From an optimization exercise on the open Yosys and OpenROAD flow, aimed at small area and a short achievable clock period; shortcuts taken in it are not production practice.
Only simulation tests tie the RTL to the original design; equivalence was not proved.
Power figures rest on the tool's default switching activity, not on a simulated workload.

## build 53
==> flow/design.v (excerpt) <==
module Processor_Main_Module(data_in,clk,reset,data_out,ins,A,B,current_address,ans_ex,mux_ans_dm,ans_wb,interrupt,
imem_data,dmem_rdata,dmem_en,dmem_we,dmem_wdata);
input  [7:0]  data_in;
input         clk;
input         interrupt;
input         reset;
output reg [7:0] data_out;
input  [19:0] imem_data;
input  [7:0]  dmem_rdata;
output reg    dmem_en;
output reg    dmem_we;
output reg [7:0] dmem_wdata;
output [19:0] ins;
output [7:0]  A;
output [7:0]  B;
output [7:0]  current_address;
output reg [7:0] ans_ex;
output [7:0]  mux_ans_dm;
output reg [7:0] ans_wb;
wire r = reset;
reg        init, spm, s_q1, s_q2, s_q3, sm0;
reg [19:0] it;           
reg [7:0]  ah;           
reg [7:0]  ca2;          
assign ins = spm ? it : imem_data;
wire [4:0] opi = ins[19:15];
wire J3    = &opi[4:2];                  
wire RET   = (opi == 5'd16);
wire JMP   = (opi == 5'd24);
wire ld_s  = init & (opi == 5'd20) & ~s_q1;
wire jmp_s = init & J3 & ~s_q3;
wire hlt_s = init & (opi == 5'd17);
wire stall = ld_s | jmp_s | hlt_s;
wire Zf, Cf;                             
wire [7:0] jl   = RET ? ca2 : (sm0 ? 8'hF0 : ins[7:0]);
wire [7:0] ah1;
pc_inc inc(.a(ah), .y(ah1));             
wire [7:0] seqa = stall ? ah : ah1;
wire early = sm0 | RET | JMP;
wire [7:0] caJ = {8{init}} & jl;
wire [7:0] caS = {8{init}} & (early ? jl : seqa);
wire       fsel = opi[1];
wire [7:0] caF0 = (J3 &  opi[0]) ? caJ : caS;
wire [7:0] caF1 = (J3 & ~opi[0]) ? caJ : caS;
wire [7:0] aZ1 = {8{ fsel}} & caF1, aZ0 = {8{ fsel}} & caF0;
wire [7:0] aC1 = {8{~fsel}} & caF1, aC0 = {8{~fsel}} & caF0;
always @(posedge clk) begin
  init <= r;
  ah   <= current_address;
  it   <= ins;
  spm  <= r & stall;
  s_q1 <= r & ld_s;
  s_q2 <= r & jmp_s;
  s_q3 <= r & s_q2;
  sm0  <= r & interrupt;
  ...
Size: ~390 flip-flops, roughly 19,000 sq um of cells after synthesis.
==> flow/config.mk <==
export PLATFORM = sky130hd
export DESIGN_NAME = Processor_Main_Module
export DESIGN_NICKNAME = Processor_Main_Module
export VERILOG_FILES = /design/flow/design.v
export SDC_FILE = /design/flow/constraint.sdc
export NUM_CORES = 4
export LEC_CHECK = 0
export CAP_MARGIN = 20
export CORE_MARGIN = 2
export CORE_UTILIZATION = 50
export CTS_CLUSTER_DIAMETER = 70
export CTS_CLUSTER_SIZE = 22
export SETUP_SLACK_MARGIN = 5
export SLEW_MARGIN = 20
export SYNTH_HIERARCHICAL = 1
==> flow/constraint.sdc <==
create_clock -name core_clock -period 12.5 [get_ports {clk}]
set_input_delay 2.5000 -clock core_clock [delete_from_list [all_inputs] [get_ports {clk}]]
set_output_delay 2.5000 -clock core_clock [all_outputs]
set_load 0.01 [all_outputs]
standard.sh (not shown) runs the stock make flow with config.mk's settings and CLKGATE_MAP_FILE= SYNTH_SCRIPT=/design/flow/synth_recipe.tcl, a recipe that flattens the netlist after the stock synthesis.
==> flow/flow/run.sh <==
#!/bin/bash
# The standard layout (standard synthesis unchanged, same settings), except that the
# port buffers are plain buffers (buf_2), which the timing repair can resize, instead of
# the delay cells buffer_ports picks by default. Every port is still buffered.
# The timing repair aims at a setup margin of 5.5 ns instead of 5.
set -euo pipefail
bash standard.sh synth > synth.log 2>&1
bash standard.sh SETUP_SLACK_MARGIN=5.5 "BUFFER_PORTS_ARGS=-buffer_cell sky130_fd_sc_hd__buf_2" finish > layout.log 2>&1
Inputs modified between build 53 and build 9:
==> flow/flow/run.sh <==
#!/bin/bash
# The standard layout (standard synthesis unchanged, same settings), except:
#  - the port buffers are plain buffers (buf_1), which the timing repair can resize,
#    instead of the delay cells buffer_ports picks by default; every port is still buffered;
#  - the timing repair aims at a setup margin of 5.3 ns instead of 5.
set -euo pipefail
bash standard.sh synth > synth.log 2>&1
bash standard.sh SETUP_SLACK_MARGIN=5.3 \
  "BUFFER_PORTS_ARGS=-buffer_cell sky130_fd_sc_hd__buf_1" \
  finish > layout.log 2>&1
--- a/flow/config.mk
+++ b/flow/config.mk
@@ -8,7 +8,7 @@
 export CAP_MARGIN = 20
 export CORE_MARGIN = 2
-export CORE_UTILIZATION = 50
-export CTS_CLUSTER_DIAMETER = 70
-export CTS_CLUSTER_SIZE = 22
+export CORE_UTILIZATION = 55
+export CTS_CLUSTER_DIAMETER = 90
+export CTS_CLUSTER_SIZE = 30
 export SETUP_SLACK_MARGIN = 5
 export SLEW_MARGIN = 20
### Flow results
Build 9: flow completed, timing, DRC and antenna clean
Summary: area of all placed cells without fillers, build 9 better than build 53
Comparing build 53 with build 9, the combined area of the multi-input logic cells came out essentially unchanged.
Power after layout of build 9 falls short of that of build 53 by a little under 10%.
Build 9 vs build 53, global routing usage summed across all routing layers went up by 1.8 points.
Build 53 leaves less setup margin than build 9.
The count of non-CTS buffers in the layout number comes out lower for build 9 vs build 53.
Relative to build 53, number of vias per cell has increased by 1.7% in build 9.
Register-to-register path setup slack ended up 0.02 ns lower on build 9 than on build 53.
Setup changes, build 9 to build 52
==> flow/flow/run.sh <==
#!/bin/bash
# The standard layout (standard synthesis unchanged, same settings), except that the
# port buffers are plain buffers (buf_2), which the timing repair can resize, instead of
# the delay cells buffer_ports picks by default. Every port is still buffered.
set -euo pipefail
bash standard.sh synth > synth.log 2>&1
bash standard.sh "BUFFER_PORTS_ARGS=-buffer_cell sky130_fd_sc_hd__buf_2" finish > layout.log 2>&1
--- a/flow/config.mk
+++ b/flow/config.mk
@@ -8,7 +8,7 @@
 export CAP_MARGIN = 20
 export CORE_MARGIN = 2
-export CORE_UTILIZATION = 55
-export CTS_CLUSTER_DIAMETER = 90
-export CTS_CLUSTER_SIZE = 30
+export CORE_UTILIZATION = 50
+export CTS_CLUSTER_DIAMETER = 70
+export CTS_CLUSTER_SIZE = 22
 export SETUP_SLACK_MARGIN = 5
 export SLEW_MARGIN = 20
### Flow results
Build 52 and build 9 ended up with roughly the same multi-input combinational gate total.
| path length in cells of the critical path | build 52 vs build 9 | 1 lower |
Measured against each other, build 9 and build 52 differ in routed length on met2, the higher figure coming from build 52.
## Diff of input files: build 15 against build 52
==> flow/flow/run.sh <==
#!/bin/bash
# The standard layout (standard synthesis unchanged, same settings), except:
#  - the port buffers are plain buffers (buf_1), which the timing repair can resize,
#    instead of the delay cells buffer_ports picks by default; every port is still buffered;
#  - the timing repair aims at a setup margin of 5.3 ns instead of 5.
set -euo pipefail
bash standard.sh synth > synth.log 2>&1
bash standard.sh SETUP_SLACK_MARGIN=5.3 \
  "BUFFER_PORTS_ARGS=-buffer_cell sky130_fd_sc_hd__buf_1" \
  finish > layout.log 2>&1
--- a/flow/config.mk
+++ b/flow/config.mk
@@ -8,7 +8,7 @@
 export CAP_MARGIN = 20
 export CORE_MARGIN = 2
-export CORE_UTILIZATION = 50
-export CTS_CLUSTER_DIAMETER = 70
-export CTS_CLUSTER_SIZE = 22
+export CORE_UTILIZATION = 55
+export CTS_CLUSTER_DIAMETER = 80
+export CTS_CLUSTER_SIZE = 26
 export SETUP_SLACK_MARGIN = 5
 export SLEW_MARGIN = 20
==> summary.txt <==
- Build 15 against build 52: xor/xnor cell area share of the yosys netlist barely changed; total die area dropped 3600 sq um; wire length of the first global-routing pass dropped 4.9%.
[inputs] build 26 vs build 15
==> flow/flow/run.sh <==
#!/bin/bash
# The standard layout (standard synthesis unchanged, same settings), except:
#  - the port buffers are plain buffers (buf_2), which the timing repair can resize,
#    instead of the delay cells buffer_ports picks by default; every port is still buffered;
#  - the timing repair aims at a setup margin of 5.3 ns instead of 5.
set -euo pipefail
bash standard.sh synth > synth.log 2>&1
bash standard.sh SETUP_SLACK_MARGIN=5.3 \
  "BUFFER_PORTS_ARGS=-buffer_cell sky130_fd_sc_hd__buf_2" \
  finish > layout.log 2>&1
--- a/flow/config.mk
+++ b/flow/config.mk
@@ -9,6 +9,6 @@
 export CORE_MARGIN = 2
 export CORE_UTILIZATION = 55
-export CTS_CLUSTER_DIAMETER = 80
-export CTS_CLUSTER_SIZE = 26
+export CTS_CLUSTER_DIAMETER = 70
+export CTS_CLUSTER_SIZE = 22
 export SETUP_SLACK_MARGIN = 5
 export SLEW_MARGIN = 20
==> comparison <==
- Diff build 26 and build 15: weighted congestion reported at the end of routability-driven placement lower in build 15
- Build 15 vs build 26, slowest cell on the critical path: sky130_fd_sc_hd__mux2_4 vs sky130_fd_sc_hd__o31a_1
- Comparing the two runs side by side, build 26 comes out behind build 15 on slack of the critical path.
- Going from build 15 to build 26, the post-route cell area was found to have gone up by about 2.5%.
- Global-route wire length before repair, build 26 vs build 15: up slightly
- Build 26 against build 15: total met2 wirelength after detailed routing lower; post-layout total power higher.
- For the number of clock-tree buffers in the layout, build 26 came in 36% higher than build 15 did.
## Diff of input files: build 95 against build 26
==> flow/flow/run.sh <==
#!/bin/bash
# The standard layout (standard synthesis unchanged, same settings), except:
#  - the port buffers are plain buffers (buf_1), which the timing repair can resize,
#    instead of the delay cells buffer_ports picks by default; every port is still buffered;
#  - the timing repair aims at a setup margin of 5.3 ns instead of 5.
set -euo pipefail
bash standard.sh synth > synth.log 2>&1
bash standard.sh SETUP_SLACK_MARGIN=5.3 \
  "BUFFER_PORTS_ARGS=-buffer_cell sky130_fd_sc_hd__buf_1" \
  finish > layout.log 2>&1
--- a/flow/config.mk
+++ b/flow/config.mk
@@ -6,10 +6,10 @@
 export NUM_CORES = 4
 export LEC_CHECK = 0
-export CAP_MARGIN = 20
+export CAP_MARGIN = 10
 export CORE_MARGIN = 2
 export CORE_UTILIZATION = 55
-export CTS_CLUSTER_DIAMETER = 70
-export CTS_CLUSTER_SIZE = 22
+export CTS_CLUSTER_DIAMETER = 80
+export CTS_CLUSTER_SIZE = 26
 export SETUP_SLACK_MARGIN = 5
-export SLEW_MARGIN = 20
+export SLEW_MARGIN = 10
 export SYNTH_HIERARCHICAL = 1
Notes after the runs:
Achievable clock frequency, build 95 vs build 26: up slightly
As far as number of placed cells counting well taps is concerned, build 95 and build 26 perform about the same.
Compared build 95 vs build 26, and non-clock buffer count is up in build 95.
Taking build 26 as the reference, in build 95 global-route usage shrank by 0.15 points, total non-filler cell area in the finished layout now smaller, hold slack has increased.
Relative to build 26, number of antenna cells inserted decreased by 1 in build 95.
On critical path depth: build 95 sits below build 26.

* * *

Processor_Main_Module again, from the RTL that the note above started with.
## Processor_Main_Module
module Processor_Main_Module(data_in,clk,reset,data_out,ins,A,B,current_address,ans_ex,mux_ans_dm,ans_wb,interrupt,
imem_data,dmem_rdata,dmem_en,dmem_we,dmem_wdata);
Settings: LEC_CHECK=0, CAP_MARGIN=20, CORE_MARGIN=2, CORE_UTILIZATION=55, CTS_CLUSTER_DIAMETER=80, CTS_CLUSTER_SIZE=26, SETUP_SLACK_MARGIN=5, SLEW_MARGIN=20, SYNTH_HIERARCHICAL=1; clock period 12.5 ns.
==> flow/flow/run.sh <==
#!/bin/bash
# The standard layout (standard synthesis unchanged, same settings), except:
#  - the port buffers are plain buffers (buf_1), which the timing repair can resize,
#    instead of the delay cells buffer_ports picks by default; every port is still buffered;
#  - the timing repair aims at a setup margin of 5.4 ns instead of 5.
set -euo pipefail
bash standard.sh synth > synth.log 2>&1
bash standard.sh SETUP_SLACK_MARGIN=5.4 \
  "BUFFER_PORTS_ARGS=-buffer_cell sky130_fd_sc_hd__buf_1" \
  finish > layout.log 2>&1
The starting point ran to the end with no violations.
Next try:
==> flow/flow/run.sh (replaced) <==
#!/bin/bash
# The standard layout (standard synthesis unchanged, same settings), except that the
# port buffers are plain buffers (buf_2), which the timing repair can resize, instead of
# the delay cells buffer_ports picks by default. Every port is still buffered.
set -euo pipefail
bash standard.sh synth > synth.log 2>&1
bash standard.sh "BUFFER_PORTS_ARGS=-buffer_cell sky130_fd_sc_hd__buf_2" finish > layout.log 2>&1
--- a/flow/config.mk
+++ b/flow/config.mk
@@ -9,5 +9,3 @@
 export CORE_MARGIN = 2
-export CORE_UTILIZATION = 55
-export CTS_CLUSTER_DIAMETER = 80
-export CTS_CLUSTER_SIZE = 26
+export CORE_UTILIZATION = 50
 export SETUP_SLACK_MARGIN = 5
=>
- The new run finished clean
- clock power goes up by 77%
- utilization goes down by 5.4 points
- synthesized cell count does not change
- cell count goes up by about 0.4%
- power goes up by 15%
- routed wire length goes up by about 3.4%

[separate check: timing with driven ports]
How much do the figures lean on ideal ports? The routed layouts below were timed once more, with nothing changed but the port constraints.
Step 1 (the two cells are an assumption about what drives the block):
set clk [get_ports {clk}]
set_driving_cell -lib_cell sky130_fd_sc_hd__clkbuf_16 $clk
set_driving_cell -lib_cell sky130_fd_sc_hd__buf_2 [delete_from_list [all_inputs] $clk]
Step 2 moves the port delays by t, midway between the first and last clock arrival at a register: inputs arrive t later, outputs are due t later. That takes back most of the time a late clock gives input paths.
Three values: ideal, step 1, step 2; two values: the first two.
| run | t (ns) | setup slack, ns | worst slew at a driven data input, ns |
|---|---|---|---|
| build 53 | 0.667 | 5.294 / 5.245 / 5.245 | 0.07 |
| build 9 | 0.596 | 5.315 / 5.292 / 5.292 | 0.07 |
| build 52 | 0.668 | 5.132 / 5.096 / 5.096 | 0.07 |
| build 15 | 0.602 | 5.318 / 5.276 / 5.276 | 0.07 |
| build 26 | 0.654 | 5.240 / 5.219 / 5.219 | 0.06 |
| build 95 | 0.613 | 5.310 / 5.285 / 5.285 | 0.08 |
| the first run of note 2 | 0.601 | 5.278 / 5.215 / 4.691 | 0.10 |
| the second run of note 2 | 0.630 | 5.106 / 5.070 / 5.070 | 0.07 |
After both steps every run listed still meets setup and hold. The setup slack of the first run of note 2, which loses most, moves by -0.063 ns with the drivers and by -0.587 ns with both steps.
